Context: an optimization exercise on an open-source flow, tuned for a short achievable clock period and few clock cycles. The choices shown serve that exercise and are no tape-out recipe.
Function was checked by simulation only, so behaviour that the tests miss may differ from the original.

Setup of epsilon:
// processor
module processor (
    input clk,
    input rst,
    output [31:0] imem_addr,
    input  [31:0] imem_rdata,
    output [31:0] dmem_addr,
    output [15:0] dmem_wdata,
    output        dmem_we,
    input  [15:0] dmem_rdata
);
    wire [11:1] pc;
    wire [11:1] f_target;
    reg [11:1] IF_ID_pc;
    reg [11:1] IF_ID_target;      
    reg [31:0] IF_ID_instruction;
    reg [31:0] IF_ID_rs1_sel, IF_ID_rs2_sel;    
    reg IF_ID_valid;
    reg [31:0] ID_EX_a, ID_EX_b;
    reg [31:0] ID_EX_cmp;         
    reg [4:0] ID_EX_shamt;        
    reg [15:0] ID_EX_sdata;
    reg ID_EX_sdata_late;         
    reg ID_EX_sum, ID_EX_sub, ID_EX_sum0;
    reg [2:0] ID_EX_op;
    reg [4:0] ID_EX_rd_addr;
    reg [11:1] ID_EX_target;
    reg ID_EX_wr, ID_EX_load, ID_EX_store, ID_EX_branch, ID_EX_kill;
    reg [31:0] EX_MEM_sum, EX_MEM_other;
    reg [31:0] EX_MEM_addr;       
    reg EX_MEM_sel_sum;
    reg [15:0] EX_MEM_sdata;
    reg [4:0] EX_MEM_rd_addr;
    reg EX_MEM_wr, EX_MEM_load, EX_MEM_store;
    wire stall;
    wire branch_taken;            
    wire early_taken;             
    wire redirect = branch_taken || early_taken;
    fetch_unit fetch (
        .clk(clk),
        .rst(rst),
        .instruction(imem_rdata),
        .branch_taken(branch_taken),
  ...
clock: 9.0 ns
lec_check: 0
cap_margin: 20
core_margin: 2
core_utilization: 40
slew_margin: 20
synth_hierarchical: 1
standard.sh (not shown) runs the stock make flow with config.mk's settings and CLKGATE_MAP_FILE= SYNTH_SCRIPT=/design/flow/synth_recipe.tcl, a recipe that flattens the netlist after the stock synthesis.
==> flow/flow/run.sh <==
#!/bin/bash
# Layout flow: the standard synthesis unchanged, then the standard ORFS
# steps with three settings changed:
#  - port buffers are buf_4 cells (buffer_ports picks a slow delay cell
#    otherwise);
#  - repair may resize cells to any footprint;
#  - repair_timing aims for a 6.5 ns setup margin, i.e. works on every path
#    longer than 2.5 ns.
# Each step's full output goes to a log file in this folder.
set -euo pipefail
bash standard.sh synth > synth.log 2>&1
bash standard.sh "BUFFER_PORTS_ARGS=-buffer_cell sky130_fd_sc_hd__buf_4" \
    MATCH_CELL_FOOTPRINT=0 SETUP_SLACK_MARGIN=6.5 finish > layout.log 2>&1
Testbench counts of epsilon, summed over its fixed seeds: cycles 29,929.
Modified inputs, delta compared to epsilon
diff --git a/flow/design.v b/flow/design.v
--- a/flow/design.v
+++ b/flow/design.v
@@ -181,13 +181,12 @@
     reg ID_EX_sum, ID_EX_sub, ID_EX_sum0;
     reg [2:0] ID_EX_op;
     reg [4:0] ID_EX_rd_addr;
     reg [11:1] ID_EX_target;
     reg ID_EX_wr, ID_EX_load, ID_EX_store, ID_EX_branch, ID_EX_kill;
     reg [31:0] EX_MEM_sum, EX_MEM_other;
-    reg [31:0] EX_MEM_addr;       
     reg EX_MEM_sel_sum;
     reg [15:0] EX_MEM_sdata;
     reg [4:0] EX_MEM_rd_addr;
     reg EX_MEM_wr, EX_MEM_load, EX_MEM_store;
     wire stall;
     wire branch_taken;            
@@ -358,22 +357,19 @@
     always @(posedge clk) begin
         EX_MEM_wr <= ID_EX_wr && !ID_EX_kill;
         EX_MEM_load <= ID_EX_load && !ID_EX_kill;
         EX_MEM_store <= ID_EX_store && !ID_EX_kill;
     end
     always @(posedge clk) begin
-        EX_MEM_addr <= alu_sum & {32{ID_EX_load || ID_EX_store}};
-    end
-    always @(posedge clk) begin
         EX_MEM_sum <= alu_sum;
         EX_MEM_other <= alu_other;
         EX_MEM_sel_sum <= ID_EX_sum;
         EX_MEM_sdata <= sdata;
         EX_MEM_rd_addr <= ID_EX_rd_addr;
     end
-    assign dmem_addr = EX_MEM_addr;
+    assign dmem_addr = EX_MEM_sum;
     assign dmem_wdata = EX_MEM_sdata;
     assign dmem_we = EX_MEM_store;
     assign mem_result = EX_MEM_load    ? {{16{dmem_rdata[15]}}, dmem_rdata} :
                         EX_MEM_sel_sum ? EX_MEM_sum : EX_MEM_other;
 endmodule
 module fetch_unit (
Result for epsilon and delta: all clean. delta ends up with a wire length of the first global-routing pass that is 2.0% lower than in epsilon. Delta (delta minus epsilon): initial antenna violation count has decreased, clock period minus worst slack rose 0.021 ns, global placer's final weighted congestion moved up, number of well taps moved down, mean post-synth cell area neither gained nor lost much. When delta is measured against epsilon, its synthesized area turns out about 0.9% lower. Going from epsilon to delta, area overhead of the layout relative to synthesis higher; cell area lower. Buffer count excluding the clock tree in the final layout ended up 0.48% higher on delta than on epsilon. Between epsilon and delta, the total routed wirelength is lower for delta. The critical path depth of delta is lower than that of epsilon.
Testbench counts of delta, summed over its fixed seeds: cycles 29,929.

## separate check: timing with driven ports
How much do the figures lean on ideal ports? The routed layouts below were timed once more, with nothing changed but the port constraints. Step 1 assumes that a clkbuf_16 drives the clock port and a buf_2 every other input. Step 2 also shifts input and output timing later by t, the mid clock arrival at the registers, as if the neighbouring blocks saw the same clock. Three values: no drivers, after step 1, after step 2; two values: the first two.
run	shift t [ns]	setup slack, ns	hold WS [ns]	slew at the worst register clock pin (ns)
epsilon	0.911	5.858 / 5.810 / 5.113	0.367 / 0.367 / 0.367	0.07 / 0.07
delta	0.895	5.837 / 5.754 / 5.076	0.360 / 0.360 / 0.360	0.07 / 0.07
After both steps every run listed still meets setup and hold. For delta, which loses most, drivers alone change the setup slack by -0.083 ns; drivers and shift together by -0.761 ns.
